What follows belongs to an exercise in optimizing a design on an open flow for a short achievable clock period and few clock cycles per item; a production flow would make more cautious choices. In this exercise RTL edits were held to simulation tests only and were not proved equivalent to the original. Power and IR drop assume default switching activity.

[config.mk]
export PLATFORM = sky130hd
export DESIGN_NAME = cpu
export DESIGN_NICKNAME = cpu
export VERILOG_FILES = /design/flow/design.v
export SDC_FILE = /design/flow/constraint.sdc
export NUM_CORES = 8
export LEC_CHECK = 0
export CAP_MARGIN = 20
export CORE_MARGIN = 2
export CORE_UTILIZATION = 45
export SETUP_SLACK_MARGIN = 5
export SLEW_MARGIN = 20
export SYNTH_HIERARCHICAL = 1
[constraint.sdc]
create_clock -name core_clock -period 7.5 [get_ports {clk}]
set_input_delay 1.5000 -clock core_clock [delete_from_list [all_inputs] [get_ports {clk}]]
set_output_delay 1.5000 -clock core_clock [all_outputs]
set_load 0.01 [all_outputs]
[design.v]
module cpu(clk, rst, imem_addr, imem_rdata, dmem_addr, dmem_rdata, dmem_we, dmem_wdata);
  input clk;
  input rst;
  output [9:0] imem_addr;
  input [31:0] imem_rdata;
  output [9:0] dmem_addr;
  input [31:0] dmem_rdata;
  output dmem_we;
  output [31:0] dmem_wdata;
  reg [31:0] RF [1:31];
  reg [31:0] wRes, w2Res;      
  reg [4:0] wDest;             
  reg [4:0] eDest;
  reg eSW, eK;
  wire [4:0] eDestV = eK ? 5'd0 : eDest;
  wire eSWV = eSW & ~eK;
  reg [15:0] bhtH, bhtL;
  integer k;
  reg uV, uInv;
  reg [3:0] uIdx;
  reg [9:0] PC;
  wire [31:0] fI = imem_rdata;
  wire fJ = fI[31:26] == 6'd2;
  wire fBr = fI[31:27] == 5'b00010;
  wire fInv = bhtH[PC[3:0]];
  wire fPT = fBr & (fI[15] ^ fInv);
  wire [9:0] fPC1 = PC + 10'd1;
  wire [9:0] fBT;
  add10c u_fbt(.a(PC), .b(fI[9:0]), .ci(1'b1), .s(fBT));
  wire [9:0] fNext0 = fJ ? fI[9:0] : fBr & fI[15] ? fBT : fPC1;
  wire [9:0] fNext1 = fJ ? fI[9:0] : fBr & ~fI[15] ? fBT : fPC1;
  wire [9:0] fNext = fInv ? fNext1 : fNext0;
  wire [9:0] fAlt = fInv ^ fI[15] ? fPC1 : fBT;
  wire [4:0] fRs = fI[25:21], fRt = fI[20:16];
  wire [31:0] fA0 = fRs[2:0] == 3'd0 ? 32'd0 : RF[{2'd0, fRs[2:0]}];
  wire [31:0] fA1 = RF[{2'd1, fRs[2:0]}], fA2 = RF[{2'd2, fRs[2:0]}], fA3 = RF[{2'd3, fRs[2:0]}];
  wire [31:0] fB0 = fRt[2:0] == 3'd0 ? 32'd0 : RF[{2'd0, fRt[2:0]}];
  wire [31:0] fB1 = RF[{2'd1, fRt[2:0]}], fB2 = RF[{2'd2, fRt[2:0]}], fB3 = RF[{2'd3, fRt[2:0]}];
  reg [31:0] dI;
  reg [31:0] dA0, dA1, dA2v, dA3v, dB0, dB1, dB2v, dB3v;
  reg dV, dPT, dA2, dA3, dB2, dB3;
  reg [3:0] gA, gB;            
  reg dStall;                  
  reg [9:0] dAlt;
  reg [3:0] dIdx;
  wire [5:0] dOp = dI[31:26], dFn = dI[5:0];
  wire [4:0] dRs = dI[25:21], dRt = dI[20:16], dRd = dI[15:11];
  wire dR = dOp == 6'd0;
  wire dSLL = dR & dFn == 6'd0, dSRL = dR & dFn == 6'd2, dADD = dR & dFn == 6'd32,
       dSUB = dR & dFn == 6'd34, dAND = dR & dFn == 6'd36, dOR = dR & dFn == 6'd37,
       dNOR = dR & dFn == 6'd39;
  wire dADDI = dOp == 6'd8, dANDI = dOp == 6'd12, dORI = dOp == 6'd13,
       dLW = dOp == 6'd35, dSW = dOp == 6'd43, dBEQ = dOp == 6'd4, dBNE = dOp == 6'd5;
  wire dRW = dSLL | dSRL | dADD | dSUB | dAND | dOR | dNOR;
  wire dIW = dADDI | dANDI | dORI | dLW;
  wire [4:0] dDest = dRW ? dRd : dIW ? dRt : 5'd0;
  wire dImm = dADDI | dANDI | dORI;
  wire [31:0] dSimm = {{16{dI[15]}}, dI[15:0]};
  wire [31:0] dA = ({32{gA[0]}} & dA0) | ({32{gA[1]}} & dA1) | ({32{gA[2]}} & dA2v) | ({32{gA[3]}} & dA3v);
  wire [31:0] dB = ({32{gB[0]}} & dB0) | ({32{gB[1]}} & dB1) | ({32{gB[2]}} & dB2v) | ({32{gB[3]}} & dB3v);
  wire [31:0] dAv = dA2 ? wRes : dA3 ? w2Res : dA;
  wire [31:0] dBv = dB2 ? wRes : dB3 ? w2Res : dB;
  wire [9:0] dAddr;
  add10c u_addr(.a(dAv[9:0]), .b(dI[11:2]), .ci(1'b0), .s(dAddr));
  wire dMA = eDestV != 5'd0 & eDestV == dRs;
  wire dMB = eDestV != 5'd0 & eDestV == dRt;
  wire dGo = dV & ~dStall;
  wire fLW = fI[31:26] == 6'd35, fMem = fLW | fI[31:26] == 6'd43;
  wire fStall = (fMem & dGo & dDest != 5'd0 & dDest == fRs) | (fLW & dGo & dSW);
  reg eBeq, eBne, ePT, eSt;
  reg [3:0] eIdx;
  reg [9:0] eAlt, eAddr, mAddr;
  reg [31:0] eA, eB, eO2;      
  reg eSub;
  reg [4:0] eSh;
  reg sAdd, sAnd, sOr, sNor, sSll, sSrl, sLw;
  reg sWe;
  reg [31:0] sData;
  wire [32:0] sumx = {eA, 1'b1} + {eO2, eSub};
  wire [31:0] sum = sumx[32:1];
  wire [31:0] res = ({32{sAdd}} & sum) | ({32{sAnd}} & (eA & eO2)) | ({32{sOr}} & (eA | eO2))
                  | ({32{sNor}} & ~(eA | eO2)) | ({32{sSll}} & (eB << eSh))
                  | ({32{sSrl}} & (eB >> eSh)) | ({32{sLw}} & dmem_rdata);
  wire eEq = eA == eB;
  wire eBr = ~eK & (eBeq | eBne);
  wire eTaken = eBeq ? eEq : ~eEq;
  wire eMis = eBr & (eTaken ^ ePT);
  wire [31:0] nA = dMA ? res : dAv;
  wire [31:0] nB = dMB ? res : dBv;
  assign imem_addr = PC;
  assign dmem_addr = mAddr;
  assign dmem_we = sWe;
  assign dmem_wdata = sData;
  always @(posedge clk) begin
    if(rst) begin
      PC <= 10'd0;
      dV <= 1'b0;
      bhtH <= 16'd0;
      bhtL <= 16'd0;
      uV <= 1'b0;
      eDest <= 5'd0;
      eSW <= 1'b0;
      eBeq <= 1'b0;
      eBne <= 1'b0;
      eK <= 1'b0;
      dStall <= 1'b0;
      wDest <= 5'd0;
      sWe <= 1'b0;
    end else begin
      if(eMis) begin
        PC <= eAlt;
        dV <= 1'b0;
      end else if(~dStall) begin
        PC <= fNext;
        dV <= 1'b1;
      end
      for(k = 0; k < 16; k = k + 1)
        if(uV & uIdx == k) begin
          bhtH[k] <= uInv ? bhtH[k] | bhtL[k] : bhtH[k] & bhtL[k];
          bhtL[k] <= uInv ? ~bhtL[k] | bhtH[k] : ~bhtL[k] & bhtH[k];
        end
      uV <= eBr;
      eDest <= dGo ? dDest : 5'd0;
      eSW <= dGo & dSW;
      eBeq <= dGo & dBEQ;
      eBne <= dGo & dBNE;
      eK <= eMis;
      dStall <= ~eMis & ~dStall & fStall;
      wDest <= eDestV;
      sWe <= eSWV;
    end
    uIdx <= eIdx;
    uInv <= eTaken ^ eSt;
    if(~dStall) begin
      dI <= fI;
      dPT <= fPT;
      dAlt <= fAlt;
      dIdx <= PC[3:0];
      gA <= 4'd1 << fI[25:24];
      gB <= 4'd1 << fI[20:19];
      dA0 <= fA0; dA1 <= fA1; dA2v <= fA2; dA3v <= fA3;
      dB0 <= fB0; dB1 <= fB1; dB2v <= fB2; dB3v <= fB3;
      dA2 <= eDestV != 5'd0 & eDestV == fRs;
      dB2 <= eDestV != 5'd0 & eDestV == fRt;
      dA3 <= wDest != 5'd0 & wDest == fRs;
      dB3 <= wDest != 5'd0 & wDest == fRt;
    end else begin
      dA0 <= dAv; dA1 <= dAv; dA2v <= dAv; dA3v <= dAv;
      dB0 <= dBv; dB1 <= dBv; dB2v <= dBv; dB3v <= dBv;
      dA2 <= dMA;
      dB2 <= dMB;
      dA3 <= 1'b0;
      dB3 <= 1'b0;
    end
    ePT <= dPT;
    eSt <= dI[15];
    eIdx <= dIdx;
    eAlt <= dAlt;
    eAddr <= dAddr;
    mAddr <= eSWV ? eAddr : dAddr;
    eA <= nA;
    eB <= nB;
    eO2 <= dImm ? dSimm : nB ^ {32{dSUB}};
    eSub <= dSUB;
    eSh <= dI[10:6];
    sAdd <= dADD | dSUB | dADDI;
    sAnd <= dAND | dANDI;
    sOr <= dOR | dORI;
    sNor <= dNOR;
    sSll <= dSLL;
    sSrl <= dSRL;
    sLw <= dLW;
    sData <= eB;
    wRes <= res;
    w2Res <= wRes;
    if(wDest != 5'd0) RF[wDest] <= wRes;
  end
endmodule
module add10c(a, b, ci, s);
  input [9:0] a, b;
  input ci;
  output [9:0] s;
  wire [10:0] x = {a, 1'b1} + {b, ci};
  assign s = x[10:1];
endmodule
[flow/run.sh]
#!/bin/bash
# The standard layout (standard.sh) with these changes:
# - synthesis leaves Yosys's adders to ABC instead of mapping them to the
#   library's full/half-adder cells, and ABC maps for delay with its classic
#   mapper (flow/abc.script) instead of ORFS's speed script;
set -o pipefail
export ADDER_MAP_FILE=
export MY_ABC_SCRIPT=$PWD/flow/abc.script
# The standard flow's synthesis script with the ABC script replaced
{ head -n 1 synth_recipe.tcl
  cat <<'EOT'
proc abc {args} {
  set i [lsearch -exact $args -script]
  if {$i >= 0} { set args [lreplace $args $i [expr {$i + 1}] -script $::env(MY_ABC_SCRIPT)] }
  yosys abc {*}$args
}
EOT
  tail -n +2 synth_recipe.tcl; } > flow_synth.tcl
bash standard.sh SYNTH_SCRIPT=$PWD/flow_synth.tcl SETUP_SLACK_MARGIN=5 finish 2>&1 | tee standard.log
[flow/abc.script]
strash
map -D 300
buffer -c
topo
stime -c
upsize -c
dnsize -c
[standard.sh]
#!/bin/bash
# synth_recipe.tcl (not shown) runs the flow's synth.tcl, then flattens the netlist and writes it again
# the make line also repeats each setting of config.mk as NAME=value (left out here)
make -C /OpenROAD-flow-scripts/flow DESIGN_CONFIG=/design/flow/config.mk WORK_HOME=/design/flow/orfs CLKGATE_MAP_FILE= SYNTH_SCRIPT=/design/flow/synth_recipe.tcl "${@:-finish}"
==> summary.txt, run 1 <==
CTS tree done; DR vias/cell 5.95; Max Fclk 323 MHz; crit path time final a little over 3000 ps; port bufs approximately 120; Buf+Inv Stages, Crit Path 3; Worst Reg-to-Reg Cells 13; worst r2r src eSh[1]$_DFF_P_; clock buffer count from CTS 173; Max Root-Sink Buffers 3; vias in the first global route 67700; actual slew at the worst max-slew pin 1150 ps; WL final 328000 µm; global-route wire length before repair 452000 µm; initial antenna violation count 26; status no timing/DRC/antenna violations; crit-path max FO 7; area occupied by multi-input gates 38400 µm²; leakage power 40.9 nW; Core ar. 178000 µm²; Yosys reg bits 1613; data arrival time of the critical path 3790 ps; final hold vios 0; critical path, cell by cell clkinvlp_4 > clkbuf_16 > buf_8 > nand2_1 > a21oi_1 > o21ai_2 > a21oi_1 > o21ai_2 > nand4_4 > nand2_2 > a21oi_2 > o21ai_1 > nand2_1; detailed-route DRC error count 0; CP max stage delay between 400 and 500 ps; initial DRC count 9038; sequential area share after synthesis 53.1%; post-route worst setup slack between 4000 and 5000 ps; Sink Count 1613; GRT Total Usage 33.7%; Nets 10000; H-tree depth 4; post-route ant nets 0; syn_area_per_cell between 8 and 9 µm²; relative slew slack 23.3%; grt ovf 0; pwr dens 222 nW/µm²; Top Ports between 100 and 150; Critical Path Source Type flop; Synth warnings 7; # fillers 15300; Slew Limit Fails 0; worst setup path start eSh[1]$_DFF_P_; Worst Path Required a little over 8000 ps; layout cells sized above 1 a little over a fifth; register area 43100 µm²; critical path's slowest cell dfxtp_4; area delta synth->final 26.3%; Peak VDD IR 0.233 mV; post-DR wirelength/cell 26.3 µm; number of max-cap violations 0; Syn Std Cell Area 80600 µm²; worst setup slack after placement 3130 ps; GP Congestion 0.993; final setup fails 0; DRT Pass-1 Iters 6; largest net degree at the start of global routing 127; Hold Path Class flop to flop; Setup CP Type flop to flop; RSZ-0062 raised after global routing yes; Die H 427 µm; final worst path period share 41.3%; root buffer selected by CTS clkbuf_16; Largest register FFs 992; crit end category flop; Initial Util a little under half; Placement Rows 155; fin area about 100000 µm²; Async S/R FF share, synth 0%; cell count along the critical path 13; Most used DFF post-synth edfxtp_1; setup_tns 0 ps; CP delay by family, top compound AO/OA/AOI/OAI gates; hpwl dp 182000 µm; Most flops, register RF; clock slew at reported path FFs 60 ps; Util after Layout ~57%; synth unique cells 77; hold slack final about 330 ps; Post-synth EDFFs about 1000; DIE WIDTH 427 µm; Worst Skew between 40 and 50 ps; Setup crit end eO2[28]$_DFF_P_; Placement Cell Area about 85000 µm²; Post-Synthesis Cells around 9600; Critical R2R Capture eO2[28]$_DFF_P_; r2r setup slk 4410 ps; latest clock arrival within the worst-skew pair 860 ps; die area 183000 µm²; via count 74100
## cell families (layout without fill, tap and decap cells)
group / Yosys count / after routing / synth area share (%)
AND/OR/NAND/NOR: 3570 / 3575 / 18.0
AO/OA/AOI/OAI: 2636 / 2636 / 17.5
flip-flops: 1613 / 1613 / 53.1
buffers and inverters: 1347 / 1844 / 6.34
multiplexers: 285 / 285 / 3.54
XOR/XNOR: 90 / 91 / 1.05
adder cells (fa/ha/maj): 40 / 40 / 0.506
other: 2 / 14 / 0.00932
## synthesized netlist by cell type (11+ instances only)
cell type / instances / area share [%]
nor4_1: 15 / 0.12
nand2_1: 2318 / 11
nand4_2: 16 / 0.25
o2111ai_1: 18 / 0.20
o21ai_1: 41 / 0.25
maj3_1: 34 / 0.42
a211oi_1: 21 / 0.20
clkbuf_1: 470 / 2.2
and2_1: 16 / 0.12
nor2b_1: 17 / 0.13
a31oi_1: 81 / 0.63
nor2_1: 754 / 3.5
buf_1: 79 / 0.37
a21oi_1: 790 / 4.9
o211ai_1: 11 / 0.10
inv_2: 14 / 0.065
xor2_1: 35 / 0.38
mux2i_1: 285 / 3.5
buf_2: 37 / 0.23
o2111a_1: 24 / 0.34
edfxtp_1: 1047 / 39
nand3_1: 171 / 1.1
dfxtp_1: 566 / 14
o21bai_1: 19 / 0.18
nand4_1: 111 / 0.86
or2_2: 26 / 0.20
o21a_1: 17 / 0.16
nor3_1: 70 / 0.43
xnor2_1: 47 / 0.51
inv_1: 739 / 3.4
o21ai_0: 1490 / 9.3
a22oi_1: 69 / 0.64
## per-module statistics from Yosys (local to each module, per instance)
module | cells | flip-flops and latches | area [µm²] | copies in the design
cpu | 9311 | 1613 | 79200 | 1
add10c | 136 | 0 | 727 | 2
## power by group
| group | internal, mW | total, mW | switching (mW) |
|---|---|---|---|
| Combinational | 1.46 | 3.80 | 2.33 |
| Sequential | 9.71 | 10.0 | 0.293 |
| Clock | 5.05 | 8.77 | 3.71 |
## per-stage QoR
| step | cells | power, mW |
|---|---|---|
| detailed placement | 11600 | 12.6 |
| global route | 12500 | 23.2 |
| floorplan | 9589 | 11.7 |
| CTS | 12300 | 22.0 |
| finish | 12500 | 22.6 |
| global placement | 11600 | 12.6 |
## layout make-up
type	instances	area share, %
clock buffers	268	5.12
clock inverters	57	0.584
diodes	6	0.0147
repair buffers	756	8.32
repair inverters	5	0.0541
flip-flops and latches	1613	42.3
multi-input cells	6635	37.7
inverters	758	2.96
well taps	2355	2.89
## cells in the final DEF (no fill, tap or decap), types with 118 or more instances in the layout
| cell | Yosys | routed |
|---|---|---|
| edfxtp_1 | 1047 | 1047 |
| nor2_1 | 754 | 640 |
| buf_4 | 0 | 355 |
| o21ai_0 | 1490 | 984 |
| clkbuf_16 | 0 | 198 |
| a21oi_2 | 5 | 205 |
| o21ai_1 | 41 | 464 |
| a21oi_1 | 790 | 557 |
| dfxtp_1 | 566 | 433 |
| nand2_1 | 2318 | 2072 |
| nand2_2 | 2 | 153 |
| inv_1 | 739 | 695 |
| mux2i_1 | 285 | 273 |
| nand3_1 | 171 | 118 |
| buf_6 | 1 | 200 |
## routing by layer
metal | vias to the layer above | part of all wire, % | global-route usage, %
li1 | 33500 | - | -
met1 | 35700 | 40 | 46.1
met2 | 4049 | 44 | 51.3
met3 | 870 | 11 | 7.53
met4 | 34 | 5.1 | 14.9
met5 | - | 0.073 | 0
## worst min-delay path by stage
stage	slack (ps)	startpoint	endpoint	depth (start not counted)
detailed placement	310	eIdx[0]$_DFF_P_	uIdx[0]$_DFF_P_	0
global route	340	eIdx[0]$_DFF_P_	uIdx[0]$_DFF_P_	0
floorplan	310	eIdx[0]$_DFF_P_	uIdx[0]$_DFF_P_	0
finish	330	eIdx[0]$_DFF_P_	uIdx[0]$_DFF_P_	0
global placement	310	eIdx[3]$_DFF_P_	uIdx[3]$_DFF_P_	0
CTS	330	eIdx[1]$_DFF_P_	uIdx[1]$_DFF_P_	0
## repair_timing
| action | in CTS | in global routing |
|---|---|---|
| pin swaps | 279 | 354 |
| hold buffers | 0 | 0 |
| resized for setup | 1385 | 756 |
| buffers inserted | 274 | 163 |
| cloned | 34 | 22 |
| endpoints found under the setup margin | 1218 | 820 |
Testbench counts, summed over its fixed seeds: cycles 47,280, instructions 44,290.
==> run 2, diff against run 1 <==
--- a/flow/run.sh
+++ b/flow/run.sh
@@ -3,6 +3,7 @@
 # - synthesis leaves Yosys's adders to ABC instead of mapping them to the
 #   library's full/half-adder cells, and ABC maps for delay with its classic
 #   mapper (flow/abc.script) instead of ORFS's speed script;
+# - timing repair aims at a 5 ns setup margin;
 set -o pipefail
 export ADDER_MAP_FILE=
 export MY_ABC_SCRIPT=$PWD/flow/abc.script
@@ -16,4 +17,4 @@
 }
 EOT
   tail -n +2 synth_recipe.tcl; } > flow_synth.tcl
-bash standard.sh SYNTH_SCRIPT=$PWD/flow_synth.tcl SETUP_SLACK_MARGIN=5 finish 2>&1 | tee standard.log
+bash standard.sh SYNTH_SCRIPT=$PWD/flow_synth.tcl SETUP_SLACK_MARGIN=5 PRE_RESIZE_TCL=$PWD/flow/pre_resize.tcl finish 2>&1 | tee standard.log
==> flow/pre_resize.tcl (new file) <==
# Before the first buffering pass (repair_design): keep fanout low, so that
# high-fanout nets get buffer trees rather than long slow wires.
set_max_fanout 16 [current_design]
--- a/config.mk
+++ b/config.mk
@@ -7,7 +7,7 @@
 export LEC_CHECK = 0
 export CAP_MARGIN = 20
 export CORE_MARGIN = 2
-export CORE_UTILIZATION = 45
+export CORE_UTILIZATION = 40
 export SETUP_SLACK_MARGIN = 5
 export SLEW_MARGIN = 20
 export SYNTH_HIERARCHICAL = 1
==> summary.txt, run 2 <==
status no timing/DRC/antenna violations (unchanged); layout cells sized above 1 23.8% (was 21.9%); post-route ant nets 0 (unchanged); Max Root-Sink Buffers 3 (unchanged); Post-synth EDFFs 1047 (unchanged); CP most frequent cell buf_12; most common cell after layout, fill and taps aside nand2_1 (unchanged); critical path's slowest cell dfxtp_2 (was dfxtp_4); Initial Util 40.3% (was 45.2%); latest clock arrival within the worst-skew pair 860 ps (about the same); sequential area share after synthesis 53.1% (unchanged); mux share of post-synthesis cell area 3.54% (unchanged); overall power 22.5 mW (was 22.6 mW); Util after Layout 52.9% (was 57.1%); Nets 10500 (was 10000); Sink Count 1613 (unchanged); Peak VDD IR 0.257 mV (was 0.233 mV); Synth warnings 7 (unchanged); Max Fclk 325 MHz (was 323 MHz); detailed-route DRC error count 0 (unchanged); final setup fails 0 (unchanged); via count 76300 (was 74100); CP delay by family, top simple AND/OR/NAND/NOR gates (was compound AO/OA/AOI/OAI gates); pwr dens 213 nW/µm² (was 222 nW/µm²); Critical Path Source Type flop (unchanged); CTS tree done (unchanged); Hold Path Depth 0 (unchanged); CTS Hold Bufs 0 (unchanged); Hold Path Class flop to flop (unchanged); Syn Std Cell Area 80600 µm² (unchanged); actual slew at the worst max-slew pin 1230 ps (was 1150 ps); synth unique cells 77 (unchanged); Worst Skew 56.1 ps (was 48.3 ps); Post-Synthesis Cells 9583 (unchanged); Critical R2R Capture eO2[14]$_DFF_P_ (was eO2[28]$_DFF_P_); area delta synth->final 31.4% (was 26.3%); CP max stage delay 320 ps (was 430 ps); worst r2r src eSh[0]$_DFF_P_ (was eSh[1]$_DFF_P_); Die H 453 µm (was 427 µm); crit end category flop (unchanged); hpwl dp 234000 µm (was 182000 µm); post-route worst setup slack 4420 ps (was 4410 ps); RSZ-0062 raised after global routing yes (unchanged); most frequent cell after synthesis nand2_1 (unchanged); hold slack final 328 ps (was 331 ps); Top Ports 119 (unchanged); die area 205000 µm² (was 183000 µm²); DRT Pass-1 Iters 9 (was 6); Setup CP Type flop to flop (unchanged); Post-Synth XOR/XNOR Area 1.05% (unchanged); Buf+Inv Stages, Crit Path 8 (was 3); worst setup slack after placement -2550 ps (was 3130 ps); hold_sp eIdx[0]$_DFF_P_ (unchanged); critical path, cell by cell buf_6 > buf_12 > buf_12 > inv_8 > buf_12 > clkbuf_16 > buf_6 > nand2_4 > nand2_4 > a21oi_2 > nor2_1 > nor2_2 > nor2_2 > nor2_1 > nor3_2 > nor2_2 > o211ai_4 > buf_12 > nand2_2 > a21oi_1 > o21ai_2 > nand2_1 (was clkinvlp_4 > clkbuf_16 > buf_8 > nand2_1 > a21oi_1 > o21ai_2 > a21oi_1 > o21ai_2 > nand4_4 > nand2_2 > a21oi_2 > o21ai_1 > nand2_1); Yosys top cell by area edfxtp_1 (unchanged); Async S/R FF share, synth 0% (unchanged); r2r setup slk 4420 ps (was 4410 ps); commonest non-fill, non-tap cells in the layout nand2_1 (2070), edfxtp_1 (1047), o21ai_0 (899), inv_1 (700), nor2_1 (641) (was nand2_1 (2072), edfxtp_1 (1047), o21ai_0 (984), inv_1 (695), nor2_1 (640)); vias in the first global route 68300 (was 67700); Placement Rows 164 (was 155); largest net degree at the start of global routing 17 (was 127); setup_tns 0 ps (unchanged); number of max-cap violations 0 (unchanged); syn_area_per_cell 8.41 µm² (unchanged); DIE WIDTH 453 µm (was 427 µm); Core ar. 200000 µm² (was 178000 µm²); final hold vios 0 (unchanged); crit-path max FO 8 (was 7); port bufs 118 (unchanged); initial DRC count 9720 (was 9038); crit path time final 3080 ps (was 3090 ps); leakage power 43.5 nW (was 40.9 nW); Most flops, register RF (unchanged); post-synth top area share 39.0% (unchanged); Yosys reg bits 1613 (unchanged); post-DR wirelength/cell 25.7 µm (was 26.3 µm); Slew Limit Fails 0 (unchanged); Worst Reg-to-Reg Cells 22 (was 13); data arrival time of the critical path 3820 ps (was 3790 ps); GP Congestion 0.962 (was 0.993); global-route wire length before repair 466000 µm (was 452000 µm); Most used DFF post-synth edfxtp_1 (unchanged); Worst Path Required 8240 ps (was 8200 ps); H-tree depth 4 (unchanged); final worst path period share 41.1% (was 41.3%); initial antenna violation count 34 (was 26); WHS Endpoint uIdx[0]$_DFF_P_ (unchanged); Synth Area in Adders 0.506% (unchanged); WL final 339000 µm (was 328000 µm); top cells by area, synth edfxtp_1 (39%), dfxtp_1 (14%), nand2_1 (11%) (unchanged); post-synthesis compound-gate area fraction 17.5% (unchanged); clock buffer count from CTS 175 (was 173); DR vias/cell 5.78 (was 5.95); GRT Total Usage 31.0% (was 33.7%); largest family of logic cells by synthesized area simple AND/OR/NAND/NOR gates (unchanged); Largest register FFs 992 (unchanged); synth cell count leaders nand2_1 (2318), o21ai_0 (1490), edfxtp_1 (1047) (unchanged); root buffer selected by CTS clkbuf_16 (unchanged); grt ovf 0 (unchanged); relative slew slack 17.8% (was 23.3%); Simple-Gate Fraction of Synth Area 18.0% (unchanged); clock slew at reported path FFs 70 ps (was 60 ps)
==> run 2: routing by layer <==
layer  share of wire [%]  wire, µm  global-route usage [%]  up-vias
met5               0.034       115                       0        -
met4                 5.5     18600                    14.4       16
met3                  11     36200                    6.69      981
met2                  44    150000                    47.9     4247
met1                  40    134000                    41.5    36700
li1                    -         -                       -    34400
==> run 2: power breakdown <==
part | internal, mW | switching, mW
sequential | 9.71 | 0.274
combinational | 1.41 | 2.22
clock | 5.11 | 3.82
==> run 2: how the worst max path moves through the flow <==
stage	startpoint	to	slack, ps	depth (start not counted)
global route	eSh[0]$_DFF_P_	eO2[5]$_DFF_P_	4330	21
global placement	imem_rdata[16]	dB2v[1]$_DFF_P_	3270	8
CTS	imem_rdata[21]	dA2v[9]$_DFF_P_	4030	13
finish	eSh[0]$_DFF_P_	eO2[14]$_DFF_P_	4420	22
floorplan	imem_rdata[6]	PC[9]$_SDFFE_PP0P_	4570	14
detailed placement	imem_rdata[16]	dB2v[1]$_DFF_P_	-2550	16
==> run 2: cells by family after synthesis <==
group,after synthesis
DFF,1613
xor gates and xnor gates,90
muxes,285
and+or+nand+nor,3570
adders and majority gates,40
AOI/OAI and AO/OA,2636
other,2
buffers and inverters,1347
==> run 2: through the flow <==
| stage | area [µm²] | std cells |
|---|---|---|
| after floorplan | 82600 | 9589 |
| after global placement | 85100 | 11900 |
| after detailed placement | 89700 | 12400 |
| after CTS | 96300 | 12800 |
| after global routing | 106000 | 13200 |
| final | 106000 | 13200 |
==> run 2: per-module statistics from Yosys (local to each module, per instance) <==
module  cells inside  cell area, µm²
add10c           136             727
cpu             9311           79200
==> run 2: area by class of cell <==
| type | instances | area (µm²) |
|---|---|---|
| inverters | 758 | 2930 |
| multi-input cells | 6631 | 37900 |
| well taps | 2656 | 3320 |
| clock buffers | 262 | 5170 |
| clock inverters | 70 | 758 |
| fillers | 17700 | 94200 |
| repair buffers | 1206 | 12700 |
| diodes | 12 | 30.0 |
| flip-flops and latches | 1613 | 43100 |
==> run 2: timing repair <==
action                                  4_1_cts  5_1_grt
endpoints found under the setup margin     1725     1791
gates cloned                                  1       20
setup buffers                                43      366
resized for setup                          1099     3087
pin swaps                                    21      412
==> run 3, diff against run 2 <==
--- a/design.v
+++ b/design.v
@@ -74,6 +74,8 @@
   reg eSub;
   reg [4:0] eSh;
   reg sAdd, sAnd, sOr, sNor, sSll, sSrl, sLw;
+  reg eZok, eZsh;              
+  reg [31:0] eZm;              
   reg sWe;
   reg [31:0] sData;
   wire [32:0] sumx = {eA, 1'b1} + {eO2, eSub};
@@ -85,6 +87,13 @@
   wire eBr = ~eK & (eBeq | eBne);
   wire eTaken = eBeq ? eEq : ~eEq;
   wire eMis = eBr & (eTaken ^ ePT);
+  wire [31:0] eZv = eZsh ? eB & eZm : ({32{sAnd}} & (eA & eO2)) | ({32{sOr}} & (eA | eO2))
+                                      | ({32{sNor}} & ~(eA | eO2));
+  wire eZ = eZv == 32'd0;
+  wire [4:0] dX = dRs == 5'd0 ? dRt : dRs;
+  wire dEarly = dV & (dBEQ | dBNE) & ((dRs == 5'd0) ^ (dRt == 5'd0)) & eZok & eDestV == dX;
+  wire dTakenE = dBEQ ? eZ : ~eZ;
+  wire dMisE = dEarly & (dTakenE ^ dPT);
   wire [31:0] nA = dMA ? res : dAv;
   wire [31:0] nB = dMB ? res : dBv;
   assign imem_addr = PC;
@@ -109,6 +118,9 @@
     end else begin
       if(eMis) begin
         PC <= eAlt;
+        dV <= 1'b0;
+      end else if(dMisE) begin
+        PC <= dAlt;
         dV <= 1'b0;
       end else if(~dStall) begin
         PC <= fNext;
@@ -152,7 +164,7 @@
       dA3 <= 1'b0;
       dB3 <= 1'b0;
     end
-    ePT <= dPT;
+    ePT <= dPT ^ dMisE;
     eSt <= dI[15];
     eIdx <= dIdx;
     eAlt <= dAlt;
@@ -170,6 +182,9 @@
     sSll <= dSLL;
     sSrl <= dSRL;
     sLw <= dLW;
+    eZok <= dSLL | dSRL | dAND | dANDI | dOR | dORI | dNOR;
+    eZsh <= dSLL | dSRL;
+    eZm <= dSLL ? 32'hffffffff >> dI[10:6] : 32'hffffffff << dI[10:6];
     sData <= eB;
     wRes <= res;
     w2Res <= wRes;
--- a/flow/run.sh
+++ b/flow/run.sh
@@ -3,7 +3,6 @@
 # - synthesis leaves Yosys's adders to ABC instead of mapping them to the
 #   library's full/half-adder cells, and ABC maps for delay with its classic
 #   mapper (flow/abc.script) instead of ORFS's speed script;
-# - timing repair aims at a 5 ns setup margin;
 set -o pipefail
 export ADDER_MAP_FILE=
 export MY_ABC_SCRIPT=$PWD/flow/abc.script
@@ -17,4 +16,4 @@
 }
 EOT
   tail -n +2 synth_recipe.tcl; } > flow_synth.tcl
-bash standard.sh SYNTH_SCRIPT=$PWD/flow_synth.tcl SETUP_SLACK_MARGIN=5 PRE_RESIZE_TCL=$PWD/flow/pre_resize.tcl finish 2>&1 | tee standard.log
+bash standard.sh SYNTH_SCRIPT=$PWD/flow_synth.tcl SETUP_SLACK_MARGIN=5 finish 2>&1 | tee standard.log
removed: flow/pre_resize.tcl
==> summary.txt, run 3 <==
status no timing/DRC/antenna violations (unchanged); DIE WIDTH 458 µm (was 453 µm); Worst Path Required 8220 ps (was 8240 ps); DRT Pass-1 Iters 9 (unchanged); Most used DFF post-synth edfxtp_1 (unchanged); syn_area_per_cell 8.32 µm² (was 8.41 µm²); CTS Hold Bufs 0 (unchanged); crit end category flop (unchanged); commonest non-fill, non-tap cells in the layout nand2_1 (2164), edfxtp_1 (1047), o21ai_1 (1037), inv_1 (723), nor2_1 (680) (was nand2_1 (2070), edfxtp_1 (1047), o21ai_0 (899), inv_1 (700), nor2_1 (641)); Nets 10200 (was 10500); Most flops, register RF (unchanged); hpwl dp 194000 µm (was 234000 µm); largest net degree at the start of global routing 114 (was 17); data arrival time of the critical path 3750 ps (was 3820 ps); critical path's slowest cell dfxtp_4 (was dfxtp_2); synth cell count leaders nand2_1 (2380), o21ai_0 (1530), edfxtp_1 (1047) (was nand2_1 (2318), o21ai_0 (1490), edfxtp_1 (1047)); Sink Count 1647 (was 1613); Async S/R FF share, synth 0% (unchanged); leakage power 40.9 nW (was 43.5 nW); worst setup slack after placement 3030 ps (was -2550 ps); actual slew at the worst max-slew pin 1030 ps (was 1230 ps); post-DR wirelength/cell 25.0 µm (was 25.7 µm); H-tree depth 4 (unchanged); # fillers 18900 (was 17700); post-route worst setup slack 4480 ps (was 4420 ps); Post-Synthesis Cells 9926 (was 9583); worst r2r src eA[3]$_DFF_P_ (was eSh[0]$_DFF_P_); post-route ant nets 0 (unchanged); area delta synth->final 23.9% (was 31.4%); Critical Path Source Type flop (unchanged); number of max-cap violations 0 (unchanged); grt ovf 0 (unchanged); register area 43800 µm² (was 43100 µm²); CTS tree done (unchanged); final worst path period share 40.3% (was 41.1%); Setup CP Type flop to flop (unchanged); DR vias/cell 5.78 (about the same); root buffer selected by CTS clkbuf_16 (unchanged); GRT Total Usage 29.8% (was 31.0%); Placement Cell Area 86900 µm² (was 89700 µm²); Max Fclk 331 MHz (was 325 MHz); pwr dens 222 nW/µm² (was 213 nW/µm²); GP Congestion 0.968 (was 0.962); synth unique cells 72 (was 77); port bufs 118 (unchanged); area occupied by multi-input gates 38400 µm² (was 37900 µm²); post-synth top area share 38.1% (was 39.0%); fin area 102000 µm² (was 106000 µm²); final hold vios 0 (unchanged); Yosys top cell by area edfxtp_1 (unchanged); Placement Rows 166 (was 164); sequential area share after synthesis 52.6% (was 53.1%); Worst Skew 38.1 ps (was 56.1 ps); Syn Std Cell Area 82600 µm² (was 80600 µm²); crit path time final 3020 ps (was 3080 ps); Cell Count, Final, Fillers Out 13000 (was 13200); CP most frequent cell buf_6 (was buf_12); detailed-route DRC error count 0 (unchanged); latest clock arrival within the worst-skew pair 860 ps (about the same); final setup fails 0 (unchanged); Synth warnings 7 (unchanged); initial antenna violation count 12 (was 34); crit-path max FO 7 (was 8); die area 210000 µm² (was 205000 µm²); clock buffer count from CTS 177 (was 175); vias in the first global route 69700 (was 68300); setup_tns 0 ps (unchanged); layout cells sized above 1 18.9% (was 23.8%); Core ar. 205000 µm² (was 200000 µm²); most frequent cell after synthesis nand2_1 (unchanged); via count 75200 (was 76300); Slew Limit Fails 0 (unchanged); WL final 325000 µm (was 339000 µm); Initial Util 40.3% (about the same); Yosys reg bits 1647 (was 1613); CP max stage delay 380 ps (was 320 ps); Die H 458 µm (was 453 µm); Top Ports 119 (unchanged); relative slew slack 31.5% (was 17.8%); RSZ-0062 raised after global routing yes (unchanged); Cells after DPL 12300 (was 12400); worst setup path start eA[3]$_DFF_P_ (was eSh[0]$_DFF_P_); Hold Path Class flop to flop (unchanged); Max Root-Sink Buffers 3 (unchanged); critical path, cell by cell buf_6 > nor2_4 > nor2_4 > buf_6 > buf_6 > nand2_4 > nor3_4 > buf_6 > buf_6 > o211ai_1 > o2111ai_1 > nand3_2 > o2111a_2 > o2111ai_4 > nand2_1 > a21oi_1 > o21ai_1 > nand2_1 (was buf_6 > buf_12 > buf_12 > inv_8 > buf_12 > clkbuf_16 > buf_6 > nand2_4 > nand2_4 > a21oi_2 > nor2_1 > nor2_2 > nor2_2 > nor2_1 > nor3_2 > nor2_2 > o211ai_4 > buf_12 > nand2_2 > a21oi_1 > o21ai_2 > nand2_1); initial DRC count 8726 (was 9720); global-route wire length before repair 466000 µm (about the same); Largest register FFs 992 (unchanged); most common cell after layout, fill and taps aside nand2_1 (unchanged); Peak VDD IR 0.253 mV (was 0.257 mV); clock slew at reported path FFs 60 ps (was 70 ps); Post-synth EDFFs 1047 (unchanged); top cells by area, synth edfxtp_1 (38%), dfxtp_1 (15%), nand2_1 (11%) (was edfxtp_1 (39%), dfxtp_1 (14%), nand2_1 (11%)); hold_sp eIdx[0]$_DFF_P_ (unchanged)
[run 3: cell count changes after synthesis, sizes merged, moves of 18 or more]
cell | previous run | this run
nand4 | 127 | 158
dfxtp | 566 | 600
nand2 | 2320 | 2383
o21ai | 1540 | 1568
inv | 753 | 783
nand3 | 175 | 224
a21oi | 795 | 834
clkbuf | 472 | 490
[run 3: cells by family (layout without fill, tap and decap cells)]
logic type	Yosys count	in the layout	synth area share, %
flops	1647	1647	52.6
buf+inv	1408	1793	6.46
xor+xnor	91	93	1.01
compound gates	2719	2719	17.6
simple gates	3738	3740	18.5
fa+ha+maj	35	35	0.429
other cells	2	12	0.00910
mux	286	286	3.47
[run 3: where the power goes]
group | internal (mW) | switching [mW]
sequential | 9.90 | 0.322
clock | 5.22 | 3.78
combinational | 1.30 | 2.16
[run 3: final timing paths]
kind	end	cells past startpoint	slack [ps]
setup / recovery	eO2[21]$_DFF_P_	18	4480
hold / removal	uIdx[0]$_DFF_P_	0	330
setup reg to reg	eO2[21]$_DFF_P_	18	4480
hold reg to reg	uIdx[0]$_DFF_P_	0	330
[run 3: Yosys stat by module (local to each module, per instance)]
module / area [µm²] / flip-flops and latches
add10c: 727 / 0
cpu: 81100 / 1647
[run 3: metal layers]
layer / vias to the layer above / part of all wire, % / track usage, %
li1: 34400 / - / -
met1: 36200 / 41 / 40.3
met2: 3780 / 45 / 46.8
met3: 798 / 9.3 / 5.11
met4: 4 / 4.9 / 13.5
met5: - / 0.010 / 0
[run 3: metrics by stage]
stage | hold WS [ps] | utilization, % | power, mW
floorplan | 310 | - | 12.0
global placement | 310 | 42.4 | 12.9
detailed placement | 314 | 42.4 | 12.9
CTS | 329 | 48.5 | 22.4
global route | 339 | 49.9 | 23.4
finish | 326 | 49.9 | 22.7
[run 3: final cells by class]
class	count	area share, %
Timing Repair Buffer	666	7.37
Clock buffer	262	5.04
Timing Repair inverter	3	0.0220
Clock inverter	70	0.784
Sequential cell	1647	42.8
Tap cell	2688	3.29
Multi-Input combinational cell	6881	37.5
Antenna cell	4	0.00979
Inverter	792	3.12
[run 3: worst max-delay path: cells and delay by family (launching register included)]
kind / cells / cell delay [ps]
DFF: 1 / 380
buffers and inverters: 5 / 590
and+or+nand+nor: 7 / 670
AOI/OAI and AO/OA: 6 / 1230
[run 3: timing repair]
| action | CTS | global route |
|---|---|---|
| resized for setup | 1351 | 533 |
| setup endpoints to repair | 1287 | 505 |
| cloned | 32 | 10 |
| pin swaps | 241 | 272 |
| buffers inserted | 256 | 99 |
Testbench counts of run 3, summed over its fixed seeds: cycles 46,044, instructions 44,290.
==> run 4, diff against run 3 <==
--- a/config.mk
+++ b/config.mk
@@ -8,6 +8,7 @@
 export CAP_MARGIN = 20
 export CORE_MARGIN = 2
 export CORE_UTILIZATION = 40
+export PLACE_DENSITY = 0.7
 export SETUP_SLACK_MARGIN = 5
 export SLEW_MARGIN = 20
 export SYNTH_HIERARCHICAL = 1
==> summary.txt, run 4 <==
status no timing/DRC/antenna violations (unchanged); initial antenna violation count 15 (was 12); DIE WIDTH 458 µm (unchanged); H-tree depth 4 (unchanged); post-route worst setup slack 4570 ps (was 4480 ps); data arrival time of the critical path 1430 ps (was 3750 ps); worst setup slack after placement 2950 ps (was 3030 ps); die area 210000 µm² (unchanged); detailed-route DRC error count 0 (unchanged); sequential area share after synthesis 52.6% (unchanged); post-synth top area share 38.1% (unchanged); pwr dens 220 nW/µm² (was 222 nW/µm²); Largest register FFs 992 (unchanged); clock slew at reported path FFs 60 ps (about the same); Core ar. 205000 µm² (unchanged); port bufs 118 (unchanged); Hold Path Class flop to flop (unchanged); crit path time final 2930 ps (was 3020 ps); final setup fails 0 (unchanged); Max Fclk 341 MHz (was 331 MHz); Worst Path Required 6000 ps (was 8220 ps); critical path, cell by cell buf_12 > buf_6 (was buf_6 > nor2_4 > nor2_4 > buf_6 > buf_6 > nand2_4 > nor3_4 > buf_6 > buf_6 > o211ai_1 > o2111ai_1 > nand3_2 > o2111a_2 > o2111ai_4 > nand2_1 > a21oi_1 > o21ai_1 > nand2_1); most common cell after layout, fill and taps aside nand2_1 (unchanged); clock network power share 39.1% (was 39.7%); switch share 27.8% (was 27.6%); Worst Skew 33.4 ps (was 38.1 ps); crit-path max FO 2 (was 7); Placement Rows 166 (unchanged); Yosys top cell by area edfxtp_1 (unchanged); GRT Total Usage 29.1% (was 29.8%); Synth warnings 7 (unchanged); vias in the first global route 71600 (was 69700); final worst path period share 39.1% (was 40.3%); via count 77600 (was 75200); hpwl dp 185000 µm (was 194000 µm); CTS Hold Bufs 0 (unchanged); Cell Count, Final, Fillers Out 13100 (was 13000); Logic pwr share 15.6% (was 15.2%); Post-Synthesis Cells 9926 (unchanged); GP Congestion 0.969 (was 0.968); Die H 458 µm (unchanged); worst setup path start PC[0]$_SDFFE_PP0P_ (was eA[3]$_DFF_P_); layout cells sized above 1 19.8% (was 18.9%); Cells after DPL 12300 (about the same); setup_tns 0 ps (unchanged); worst r2r src sNor$_DFF_P_ (was eA[3]$_DFF_P_); number of max-cap violations 0 (unchanged); syn_area_per_cell 8.32 µm² (unchanged); top cells by area, synth edfxtp_1 (38%), dfxtp_1 (15%), nand2_1 (11%) (unchanged); Buf+Inv Stages, Crit Path 2 (was 5); Placement Cell Area 86900 µm² (about the same); Psw 6.28 mW (was 6.26 mW); RSZ-0062 raised after global routing yes (unchanged); largest net degree at the start of global routing 140 (was 114); Most flops, register RF (unchanged); post-DR wirelength/cell 25.0 µm (about the same); DR vias/cell 5.94 (was 5.78); Syn Std Cell Area 82600 µm² (unchanged); # fillers 18200 (was 18900); grt ovf 0 (unchanged); CP max stage delay 360 ps (was 380 ps); Sink Count 1647 (unchanged); Internal Power 16.3 mW (was 16.4 mW); register area 43800 µm² (about the same); critical path's slowest cell dfxtp_4 (unchanged); root buffer selected by CTS clkbuf_16 (unchanged); Setup CP Type flop to primary output (was flop to flop); CTS tree done (unchanged); fin area 103000 µm² (was 102000 µm²); most frequent cell after synthesis nand2_1 (unchanged); Yosys reg bits 1647 (unchanged); latest clock arrival within the worst-skew pair 850 ps (was 860 ps); area delta synth->final 24.5% (was 23.9%); actual slew at the worst max-slew pin 1110 ps (was 1030 ps); leakage power 41.3 nW (was 40.9 nW); Async S/R FF share, synth 0% (unchanged); final hold vios 0 (unchanged); Reg power frac 45.2% (was 45.1%); initial DRC count 10500 (was 8726); r2r setup slk 4590 ps (was 4480 ps); Peak VDD IR 0.205 mV (was 0.253 mV); Post-synth EDFFs 1047 (unchanged); cell count along the critical path 2 (was 18); Initial Util 40.3% (unchanged); Slew Limit Fails 0 (unchanged); CP delay by family, top flip-flops (was compound AO/OA/AOI/OAI gates); WL final 327000 µm (was 325000 µm); synth cell count leaders nand2_1 (2380), o21ai_0 (1530), edfxtp_1 (1047) (unchanged); DRT Pass-1 Iters 7 (was 9); relative slew slack 26.1% (was 31.5%); Most used DFF post-synth edfxtp_1 (unchanged); post-route ant nets 0 (unchanged); clock buffer count from CTS 171 (was 177); Critical Path Source Type flop (unchanged); global-route wire length before repair 459000 µm (was 466000 µm); synth unique cells 72 (unchanged); commonest non-fill, non-tap cells in the layout nand2_1 (2148), edfxtp_1 (1047), o21ai_1 (1033), inv_1 (721), nor2_1 (676) (was nand2_1 (2164), edfxtp_1 (1047), o21ai_1 (1037), inv_1 (723), nor2_1 (680)); Setup crit end imem_addr[0] (was eO2[21]$_DFF_P_); Nets 10300 (was 10200); Top Ports 119 (unchanged); Worst Reg-to-Reg Cells 13 (was 18); crit end category primary output (was flop); Max Root-Sink Buffers 3 (unchanged); Critical R2R Capture PC[5]$_SDFFE_PP0P_ (was eO2[21]$_DFF_P_); area occupied by multi-input gates 38400 µm² (about the same)
[run 4: layout make-up]
| cell class | instances | share of cell area (%) |
|---|---|---|
| sequential | 1647 | 42.6 |
| tap | 2688 | 3.27 |
| clock inverter | 75 | 0.802 |
| antenna | 7 | 0.0170 |
| inverter | 792 | 3.12 |
| clock buffer | 248 | 4.86 |
| timing repair inverter | 11 | 0.0864 |
| timing repair buffer | 708 | 7.84 |
| multi-input combinational | 6883 | 37.4 |
[run 4: power by group through the flow]
stage | Combinational [mW] | Clock (mW) | Sequential [mW]
after floorplan | 1.74 | 0 | 10.2
after global placement | 2.46 | 0 | 10.4
after detailed placement | 2.49 | 0 | 10.4
after CTS | 3.08 | 8.87 | 10.2
after global routing | 3.73 | 9.21 | 10.2
final | 3.53 | 8.84 | 10.2
[run 4: cell families (layout without fill, tap and decap cells)]
family | after synthesis | count (layout) | synth area share, %
XOR/XNOR | 91 | 93 | 1.01
flip-flops | 1647 | 1647 | 52.6
adder cells (fa/ha/maj) | 35 | 35 | 0.429
AND/OR/NAND/NOR | 3738 | 3742 | 18.5
AO/OA/AOI/OAI | 2719 | 2719 | 17.6
buffers and inverters | 1408 | 1834 | 6.46
other | 2 | 15 | 0.00910
multiplexers | 286 | 286 | 3.47
[run 4: modules after synthesis, one instance, submodules excluded]
module  cells  cell area [µm²]  copies in the design  flops+latches
add10c    136              727                     2              0
cpu      9654            81100                     1           1647
[run 4: worst min path at each step]
stage | start | to | cells past startpoint
6_report | eIdx[1]$_DFF_P_ | uIdx[1]$_DFF_P_ | 0
5_1_grt | eIdx[0]$_DFF_P_ | uIdx[0]$_DFF_P_ | 0
4_1_cts | eIdx[1]$_DFF_P_ | uIdx[1]$_DFF_P_ | 0
3_5_place_dp | eIdx[1]$_DFF_P_ | uIdx[1]$_DFF_P_ | 0
3_3_place_gp | eIdx[0]$_DFF_P_ | uIdx[0]$_DFF_P_ | 0
2_1_floorplan | eIdx[0]$_DFF_P_ | uIdx[0]$_DFF_P_ | 0
[run 4: timing repair]
item | 4_1_cts | 5_1_grt
resized for setup | 1351 | 557
buffers inserted | 265 | 130
setup endpoints to repair | 1186 | 526
cloned | 34 | 26
pin swaps | 259 | 252
[run 4: metrics by stage]
| step | util [%] | power [mW] | hold WS [ps] |
|---|---|---|---|
| 6_report | 50.1 | 22.6 | 328 |
| 5_1_grt | 50.1 | 23.2 | 333 |
| 4_1_cts | 48.4 | 22.1 | 332 |
| 3_5_place_dp | 42.4 | 12.8 | 315 |
| 3_3_place_gp | 42.4 | 12.8 | 312 |
| 2_1_floorplan | - | 12.0 | 310 |
[run 4: per-layer routing]
| layer | vias up | part of all wire, % | wire [µm] | GRT usage, % |
|---|---|---|---|---|
| met1 | 36900 | 37 | 122000 | 37.4 |
| met2 | 4950 | 44 | 145000 | 45.4 |
| li1 | 34600 | - | - | - |
| met5 | - | 0.017 | 55 | 0 |
| met4 | 8 | 6.7 | 21900 | 16.6 |
| met3 | 1177 | 12 | 38200 | 6.15 |
==> run 5, diff against run 4 <==
--- a/config.mk
+++ b/config.mk
@@ -7,8 +7,7 @@
 export LEC_CHECK = 0
 export CAP_MARGIN = 20
 export CORE_MARGIN = 2
-export CORE_UTILIZATION = 40
-export PLACE_DENSITY = 0.7
+export CORE_UTILIZATION = 50
 export SETUP_SLACK_MARGIN = 5
 export SLEW_MARGIN = 20
 export SYNTH_HIERARCHICAL = 1
==> summary.txt, run 5 <==
status no timing/DRC/antenna violations (unchanged); number of max-cap violations 0 (unchanged); crit end category flop (was primary output); post-route worst setup slack 4490 ps (was 4570 ps); via count 76100 (was 77600); hpwl dp 193000 µm (was 185000 µm); setup_tns 0 ps (unchanged); Nets 10300 (about the same); H-tree depth 4 (unchanged); actual slew at the worst max-slew pin 1140 ps (was 1110 ps); post-DR wirelength/cell 26.2 µm (was 25.0 µm); crit-path max FO 3 (was 2); Util after Layout 62.1% (was 50.1%); detailed-route DRC error count 0 (unchanged); Initial Util 50.2% (was 40.3%); initial DRC count 9587 (was 10500); Yosys top cell by area edfxtp_1 (unchanged); Peak VDD IR 0.270 mV (was 0.205 mV); post-route ant nets 0 (unchanged); clock buffer count from CTS 176 (was 171); Top Ports 119 (unchanged); Placement Rows 149 (was 166); worst setup path start eB[4]$_DFF_P_ (was PC[0]$_SDFFE_PP0P_); DRT Pass-1 Iters 6 (was 7); worst r2r src eB[4]$_DFF_P_ (was sNor$_DFF_P_); Syn Std Cell Area 82600 µm² (unchanged); clock slew at reported path FFs 70 ps (was 60 ps); port bufs 118 (unchanged); layout cells sized above 1 19.8% (about the same); syn_area_per_cell 8.32 µm² (unchanged); overall power 22.4 mW (was 22.6 mW); CTS tree done (unchanged); Cell Count, Final, Fillers Out 12600 (was 13100); final worst path period share 40.2% (was 39.1%); synth cell count leaders nand2_1 (2380), o21ai_0 (1530), edfxtp_1 (1047) (unchanged); Max Root-Sink Buffers 3 (unchanged); Setup CP Type flop to flop (was flop to primary output); crit path time final 3010 ps (was 2930 ps); Post-synth EDFFs 1047 (unchanged); Sink Count 1647 (unchanged); Most used DFF post-synth edfxtp_1 (unchanged); DR vias/cell 6.04 (was 5.94); Largest register FFs 992 (unchanged); GRT Total Usage 37.6% (was 29.1%); Worst Skew 44.2 ps (was 33.4 ps); relative slew slack 24.1% (was 26.1%); initial antenna violation count 15 (unchanged); final hold vios 0 (unchanged); Synth warnings 7 (unchanged); Post-Synthesis Cells 9926 (unchanged); largest net degree at the start of global routing 145 (was 140); area delta synth->final 23.7% (was 24.5%); DIE WIDTH 410 µm (was 458 µm); Max Fclk 332 MHz (was 341 MHz); Hold Path Class flop to flop (unchanged); root buffer selected by CTS clkbuf_16 (unchanged); most common cell after layout, fill and taps aside nand2_1 (unchanged); pwr dens 219 nW/µm² (was 220 nW/µm²); synth unique cells 72 (unchanged); data arrival time of the critical path 3710 ps (was 1430 ps); Async S/R FF share, synth 0% (unchanged); post-synth top area share 38.1% (unchanged); vias in the first global route 69400 (was 71600); sequential area share after synthesis 52.6% (unchanged); final setup fails 0 (unchanged); hold slack final 328 ps (about the same); RSZ-0062 raised after global routing yes (unchanged); commonest non-fill, non-tap cells in the layout nand2_1 (2121), edfxtp_1 (1047), o21ai_1 (1047), inv_1 (719), nor2_1 (681) (was nand2_1 (2148), edfxtp_1 (1047), o21ai_1 (1033), inv_1 (721), nor2_1 (676)); Die H 410 µm (was 458 µm); die area 168000 µm² (was 210000 µm²); top cells by area, synth edfxtp_1 (38%), dfxtp_1 (15%), nand2_1 (11%) (unchanged); latest clock arrival within the worst-skew pair 860 ps (was 850 ps); Core ar. 164000 µm² (was 205000 µm²); Slew Limit Fails 0 (unchanged); leakage power 41.4 nW (was 41.3 nW); most frequent cell after synthesis nand2_1 (unchanged); fin area 102000 µm² (was 103000 µm²); Critical Path Source Type flop (unchanged); global-route wire length before repair 467000 µm (was 459000 µm); Most flops, register RF (unchanged); GP Congestion 1.01 (was 0.969); Cells after DPL 11800 (was 12300); Yosys reg bits 1647 (unchanged); worst setup slack after placement 2930 ps (was 2950 ps); Worst Path Required 8200 ps (was 6000 ps); Placement Cell Area 86400 µm² (was 86900 µm²); grt ovf 0 (unchanged); hold_sp eIdx[1]$_DFF_P_ (unchanged); WL final 330000 µm (was 327000 µm)
## run 5: changes by cell type in the layout (fill, tap and decap cells not counted), sizes merged, moves of 2 or more
cell           delta
clkdlybuf4s15     +2
clkinv            +6
inv               +2
diode             -5
bufinv            -6
dlygate4sd2       +4
clkbuf            -2
dlymetal6s2s      -2
clkinvlp          -6
buf              +35
## run 5: worst max-delay path: stages, from the launching register on
cell and delay, ps:
dfxtp_2 320, buf_6 170, clkinvlp_4 120, buf_4 140, o21ai_2 140, mux2i_2 100, or2_4 240, nand2_2 70
nand4_1 410, nand4_1 440, nand3b_1 180, buf_6 160, a211oi_1 80, o21ai_1 210, nand2_1 70
## run 5: worst paths after layout
| check | to | cells past startpoint | slack [ps] |
|---|---|---|---|
| max | eO2[4]$_DFF_P_ | 14 | 4490 |
| min | uIdx[1]$_DFF_P_ | 0 | 330 |
| max reg2reg | eO2[4]$_DFF_P_ | 14 | 4490 |
| min reg2reg | uIdx[1]$_DFF_P_ | 0 | 330 |
## run 5: kinds of logic after synthesis
kind of cell | count (synthesis) | share of synthesized area (%)
and+or+nand+nor | 3738 | 18.5
AOI/OAI and AO/OA | 2719 | 17.6
DFF | 1647 | 52.6
buffers and inverters | 1408 | 6.46
muxes | 286 | 3.47
xor gates and xnor gates | 91 | 1.01
adders and majority gates | 35 | 0.429
other | 2 | 0.00910
## run 5: timing repair
action	in CTS	in global routing
gates cloned	34	13
endpoints found under the setup margin	1194	694
gates resized for setup	1517	435
hold buffers	0	0
setup buffers	317	92
pin swaps	304	228
## run 5: per-layer routing
metal / vias up / wire (µm) / track usage, %
li1: 34600 / - / -
met1: 36500 / 130000 / 49.8
met2: 4050 / 147000 / 58.4
met3: 897 / 32400 / 7.04
met4: 14 / 20100 / 20.1
met5: - / 87 / 0
## run 5: cell type report
type	count	area (µm²)
sequential	1647	43800
fill	13900	62300
antenna	2	5.00
timing repair inverter	7	81.3
timing repair buffer	735	8030
tap	2189	2740
inverter	792	3200
multi-input combinational	6883	38700
clock buffer	257	5020
clock inverter	75	609
## run 5: where the power goes
part	leakage (nW)	switching, mW	internal [mW]	total, mW
Clock	2.77	3.76	4.86	8.63
Combinational	23.9	2.21	1.34	3.55
Sequential	14.7	0.330	9.90	10.2
## run 5: modules after synthesis (local to each module, per instance)
module | flops+latches | copies in the design
cpu | 1647 | 1
add10c | 0 | 2
==> run 6, diff against run 5 <==
--- a/config.mk
+++ b/config.mk
@@ -7,7 +7,7 @@
 export LEC_CHECK = 0
 export CAP_MARGIN = 20
 export CORE_MARGIN = 2
-export CORE_UTILIZATION = 50
+export CORE_UTILIZATION = 35
 export SETUP_SLACK_MARGIN = 5
 export SLEW_MARGIN = 20
 export SYNTH_HIERARCHICAL = 1
==> summary.txt, run 6 <==
status no timing/DRC/antenna violations (unchanged); crit path time final 2930 ps (was 3010 ps); Top Ports 119 (unchanged); critical path's slowest cell dfxtp_4 (was nand4_1); CP delay by family, top flip-flops (was simple AND/OR/NAND/NOR gates); Setup CP Type flop to primary output (was flop to flop); CP max stage delay 360 ps (was 440 ps); Most flops, register RF (unchanged); number of max-cap violations 0 (unchanged); Highest Signal Layer met5 (unchanged); Worst Skew 57.0 ps (was 44.2 ps); die area 240000 µm² (was 168000 µm²); routed wl met2 149000 µm (was 147000 µm); DIE WIDTH 490 µm (was 410 µm); data arrival time of the critical path 1430 ps (was 3710 ps); grt ovf 0 (unchanged); most frequent cell after synthesis nand2_1 (unchanged); post-route ant nets 0 (unchanged); area delta synth->final 25.4% (was 23.7%); post-synth top area share 38.1% (unchanged); Largest register FFs 992 (unchanged); root buffer selected by CTS clkbuf_16 (unchanged); Async S/R FF share, synth 0% (unchanged); final worst path period share 39.1% (was 40.2%); top cells by area, synth edfxtp_1 (38%), dfxtp_1 (15%), nand2_1 (11%) (unchanged); Placement Cell Area 87600 µm² (was 86400 µm²); DR vias/cell 5.61 (was 6.04); global-route wire length before repair 468000 µm (was 467000 µm); actual slew at the worst max-slew pin 1170 ps (was 1140 ps); clock buffer count from CTS 176 (unchanged); CTS Hold Bufs 0 (unchanged); relative slew slack 22.1% (was 24.1%); final setup fails 0 (unchanged); setup_tns 0 ps (unchanged); Placement Rows 178 (was 149); layout cells sized above 1 19.9% (was 19.8%); # fillers 22300 (was 13900); WL final 329000 µm (was 330000 µm); Nets 10300 (about the same); sequential area share after synthesis 52.6% (unchanged); commonest non-fill, non-tap cells in the layout nand2_1 (2151), o21ai_1 (1061), edfxtp_1 (1047), inv_1 (719), nor2_1 (671) (was nand2_1 (2121), edfxtp_1 (1047), o21ai_1 (1047), inv_1 (719), nor2_1 (681)); overall power 22.7 mW (was 22.4 mW); Syn Std Cell Area 82600 µm² (unchanged); met3 routed WL 31200 µm (was 32400 µm); Core ar. 235000 µm² (was 164000 µm²); met1 wire length 131000 µm (was 130000 µm); hpwl dp 191000 µm (was 193000 µm); pwr dens 219 nW/µm² (about the same); initial DRC count 8707 (was 9587); Most used DFF post-synth edfxtp_1 (unchanged); crit end category primary output (was flop); synth unique cells 72 (unchanged); Post-synth EDFFs 1047 (unchanged); Yosys top cell by area edfxtp_1 (unchanged); port bufs 118 (unchanged); Initial Util 35.1% (was 50.2%); largest net degree at the start of global routing 194 (was 145); detailed-route DRC error count 0 (unchanged); Sink Count 1647 (unchanged); Critical Path Source Type flop (unchanged); latest clock arrival within the worst-skew pair 880 ps (was 860 ps); final hold vios 0 (unchanged); Hold Path Class flop to flop (unchanged); synth cell count leaders nand2_1 (2380), o21ai_0 (1530), edfxtp_1 (1047) (unchanged); Max Root-Sink Buffers 3 (unchanged); Post-Synthesis Cells 9926 (unchanged); Worst Path Required 6000 ps (was 8200 ps); CTS tree done (unchanged); critical path, cell by cell buf_12 > buf_6 (was buf_6 > clkinvlp_4 > buf_4 > o21ai_2 > mux2i_2 > or2_4 > nand2_2 > nand4_1 > nand4_1 > nand3b_1 > buf_6 > a211oi_1 > o21ai_1 > nand2_1); GP Congestion 0.953 (was 1.01); Synth warnings 7 (unchanged); initial antenna violation count 17 (was 15); Peak VDD IR 0.272 mV (was 0.270 mV); crit-path max FO 2 (was 3); syn_area_per_cell 8.32 µm² (unchanged); most common cell after layout, fill and taps aside nand2_1 (unchanged); post-DR wirelength/cell 24.3 µm (was 26.2 µm); clock slew at reported path FFs 60 ps (was 70 ps); DRT Pass-1 Iters 7 (was 6); Buf+Inv Stages, Crit Path 2 (was 4); Die H 490 µm (was 410 µm); Slew Limit Fails 0 (unchanged); via count 75900 (was 76100); vias in the first global route 70600 (was 69400); H-tree depth 4 (unchanged); Max Fclk 341 MHz (was 332 MHz); fin area 104000 µm² (was 102000 µm²); Yosys reg bits 1647 (unchanged); RSZ-0062 raised after global routing yes (unchanged); GRT Total Usage 26.3% (was 37.6%); leakage power 41.5 nW (was 41.4 nW)
run 6: area by class of cell:
class                   count  area, µm²  share of cell area, %
flip-flops and latches   1647      43800                   42.3
multi-input cells        6883      38800                   37.5
repair buffers            715       7950                   7.68
clock buffers             245       5100                   4.93
well taps                3150       3940                   3.81
inverters                 792       3180                   3.07
clock inverters            83        727                  0.702
repair inverters            5       48.8                 0.0471
diodes                      7       17.5                 0.0169
run 6: kinds of logic after synthesis:
family | after synthesis | synth area share [%]
XOR/XNOR | 91 | 1.01
flip-flops | 1647 | 52.6
AO/OA/AOI/OAI | 2719 | 17.6
buffers and inverters | 1408 | 6.46
adder cells (fa/ha/maj) | 35 | 0.429
other | 2 | 0.00910
multiplexers | 286 | 3.47
AND/OR/NAND/NOR | 3738 | 18.5
run 6: through the flow:
stage	utilization (%)	setup slack [ps]	cells	hold slack, ps
2_1_floorplan	-	4530	9932	310
3_3_place_gp	37.3	3010	12700	313
3_5_place_dp	37.3	2960	12700	313
5_1_grt	44.1	4530	13500	330
6_report	44.1	4570	13500	321
4_1_cts	42.6	4510	13400	323
run 6: per-module statistics from Yosys, one instance, submodules excluded:
| module | times used | cells inside |
|---|---|---|
| add10c | 2 | 136 |
| cpu | 1 | 9654 |
run 6: metal layers:
layer	up-vias	track usage [%]
met5	-	0
li1	34600	-
met2	3937	41.5
met1	36400	34.2
met3	901	4.92
met4	10	13.6
run 6: path summary, 6_finish.rpt:
check,startpoint,end,slack (ps),cells after the start
worst max register to register,eO2[13]$_DFF_P_,eO2[16]$_DFF_P_,4590,17
worst max-delay path,PC[0]$_SDFFE_PP0P_,imem_addr[0],4570,2
worst min register to register,eIdx[0]$_DFF_P_,uIdx[0]$_DFF_P_,320,0
worst min-delay path,eIdx[0]$_DFF_P_,uIdx[0]$_DFF_P_,320,0
run 6: worst reg2reg max path: stages (launching register included):
cell     delay (ps)
dfxtp_4         370
inv_4            70
nand2_4          80
a22oi_2         320
buf_4           190
nand2_4          60
nor2_4          100
nand4_1         210
nand3_1         150
nand2_1          70
nand3_2         110
nand4_1         230
nor2_2          200
nand3_4         180
nand2_2         140
a21oi_2          50
o21ai_1         160
nand2_1          60
run 6: report_power, final:
part	leakage [nW]	internal [mW]	switching, mW
Combinational	23.9	1.32	2.23
Clock	2.88	5.07	3.83
Sequential	14.7	9.90	0.298
Total	41.5	16.3	6.36
run 6: repair_timing:
item	in CTS	in global routing
pin swaps	264	319
gates resized for setup	1364	603
buffers inserted	252	143
setup endpoints to repair	1128	530
cloned	39	12
==> run 7, diff against run 6 <==
--- a/flow/run.sh
+++ b/flow/run.sh
@@ -16,4 +16,4 @@
 }
 EOT
   tail -n +2 synth_recipe.tcl; } > flow_synth.tcl
-bash standard.sh SYNTH_SCRIPT=$PWD/flow_synth.tcl SETUP_SLACK_MARGIN=5 finish 2>&1 | tee standard.log
+bash standard.sh SYNTH_SCRIPT=$PWD/flow_synth.tcl SETUP_SLACK_MARGIN=4.5 finish 2>&1 | tee standard.log
--- a/config.mk
+++ b/config.mk
@@ -7,7 +7,7 @@
 export LEC_CHECK = 0
 export CAP_MARGIN = 20
 export CORE_MARGIN = 2
-export CORE_UTILIZATION = 35
+export CORE_UTILIZATION = 40
 export SETUP_SLACK_MARGIN = 5
 export SLEW_MARGIN = 20
 export SYNTH_HIERARCHICAL = 1
==> summary.txt, run 7 <==
Synth warnings 7 (unchanged); GRT Total Usage 28.3% (was 26.3%); Syn Std Cell Area 82600 µm² (unchanged); Max Root-Sink Buffers 3 (unchanged); Top Ports 119 (unchanged); Critical Path Source Type flop (unchanged); Yosys reg bits 1647 (unchanged); clock buffer count from CTS 176 (unchanged); synth cell count leaders nand2_1 (2380), o21ai_0 (1530), edfxtp_1 (1047) (unchanged); data arrival time of the critical path 3860 ps (was 1430 ps); fin area 95800 µm² (was 104000 µm²); CP delay by family, top compound AO/OA/AOI/OAI gates (was flip-flops); post-route worst setup slack 4400 ps (was 4570 ps); commonest non-fill, non-tap cells in the layout nand2_1 (2315), o21ai_0 (1455), edfxtp_1 (1047), a21oi_1 (803), inv_1 (746) (was nand2_1 (2151), o21ai_1 (1061), edfxtp_1 (1047), inv_1 (719), nor2_1 (671)); Worst Path Required 8260 ps (was 6000 ps); top cells by area, synth edfxtp_1 (38%), dfxtp_1 (15%), nand2_1 (11%) (unchanged); synth unique cells 72 (unchanged); GP Congestion 1.04 (was 0.953); final worst path period share 41.3% (was 39.1%); hpwl dp 191000 µm (about the same); die area 210000 µm² (was 240000 µm²); Util after Layout 46.7% (was 44.1%); crit-path max FO 5 (was 2); DRT Pass-1 Iters 6 (was 7); Die H 458 µm (was 490 µm); Sink Count 1647 (unchanged); Cells after DPL 12300 (was 12700); most common cell after layout, fill and taps aside nand2_1 (unchanged); post-synth top area share 38.1% (unchanged); r2r setup slk 4400 ps (was 4590 ps); status no timing/DRC/antenna violations (unchanged); Initial Util 40.3% (was 35.1%); Nets 9993 (was 10300); H-tree depth 4 (unchanged); syn_area_per_cell 8.32 µm² (unchanged); initial antenna violation count 11 (was 17); Core ar. 205000 µm² (was 235000 µm²); post-route ant nets 0 (unchanged); DR vias/cell 5.72 (was 5.61); RSZ-0062 raised after global routing yes (unchanged); vias in the first global route 67400 (was 70600); Cell Count, Final, Fillers Out 12800 (was 13500); Buf+Inv Stages, Crit Path 1 (was 2); leakage power 38.1 nW (was 41.5 nW); final hold vios 0 (unchanged); DIE WIDTH 458 µm (was 490 µm); area delta synth->final 16.0% (was 25.4%); Placement Rows 166 (was 178); Largest register FFs 992 (unchanged)
run 7: power breakdown:
group	total [mW]	switching [mW]	internal, mW	leakage (nW)
sequential	10.2	0.296	9.89	14.7
clock	8.76	3.75	5.01	2.83
combinational	2.79	1.86	0.932	20.5
total	21.7	5.91	15.8	38.1
run 7: timing repair:
action	CTS	global route
resized for setup	429	399
pin swaps	51	98
buffers inserted	65	73
endpoints found under the setup margin	635	475
cloned	4	10
run 7: stage by stage:
| stage | hold WS [ps] | total power [mW] |
|---|---|---|
| floorplan | 310 | 11.8 |
| global placement | 314 | 12.8 |
| detailed placement | 314 | 12.8 |
| CTS | 334 | 21.6 |
| global route | 340 | 22.5 |
| finish | 330 | 21.7 |
run 7: worst paths after layout:
kind | from | endpoint | cells past startpoint
setup reg to reg | eB[4]$_DFF_P_ | eO2[12]$_DFF_P_ | 12
hold reg to reg | eIdx[1]$_DFF_P_ | uIdx[1]$_DFF_P_ | 0
hold / removal | eIdx[1]$_DFF_P_ | uIdx[1]$_DFF_P_ | 0
setup / recovery | eB[4]$_DFF_P_ | eO2[12]$_DFF_P_ | 12
run 7: Yosys stat by module, one instance, submodules excluded:
module / copies in the design / flip-flops and latches / cells / area, µm²
cpu: 1 / 1647 / 9654 / 81100
add10c: 2 / 0 / 136 / 727
run 7: worst reg2reg max path, cell delays in order (launching register included):
cell      delay (ps)
dfxtp_1          530
inv_1            180
o21ai_0          310
mux2i_1          150
or2_2            310
a21oi_1          430
o21ai_0          170
nor2_1           270
a2111o_1         260
nand2_1          100
a21oi_1          170
o21ai_2           90
nand2_1           80
run 7: cell type report:
class,instances,area (µm²)
Fill cell,19400,109000
Tap cell,2688,3360
Inverter,792,3080
Antenna cell,9,22.5
Timing Repair inverter,2,13.8
Clock inverter,62,594
Sequential cell,1647,43700
Clock buffer,268,5200
Multi-Input combinational cell,6880,35600
Timing Repair Buffer,428,4260
run 7: cell families (layout without fill, tap and decap cells):
family                   Yosys count  after routing  synth area share (%)
AO/OA/AOI/OAI                   2719           2719                  17.6
XOR/XNOR                          91             93                  1.01
adder cells (fa/ha/maj)           35             35                 0.429
buffers and inverters           1408           1552                  6.46
flip-flops                      1647           1647                  52.6
multiplexers                     286            286                  3.47
other                              2             17               0.00910
AND/OR/NAND/NOR                 3738           3739                  18.5
run 7: metal layers:
layer,global-route usage [%],routed length (µm),up-vias
li1,-,-,33900
met1,37.5,127000,34800
met2,44.2,137000,3598
met3,5.27,28400,814
met4,14.3,16900,0
met5,0,0,-

Setup slack of run 7, layout unchanged: 4.400 ns with ideal ports, 4.400 ns with driving cells assumed (clock clkbuf_16, inputs buf_2), 3.568 ns with port delays also shifted by the 0.909 ns mid clock arrival.
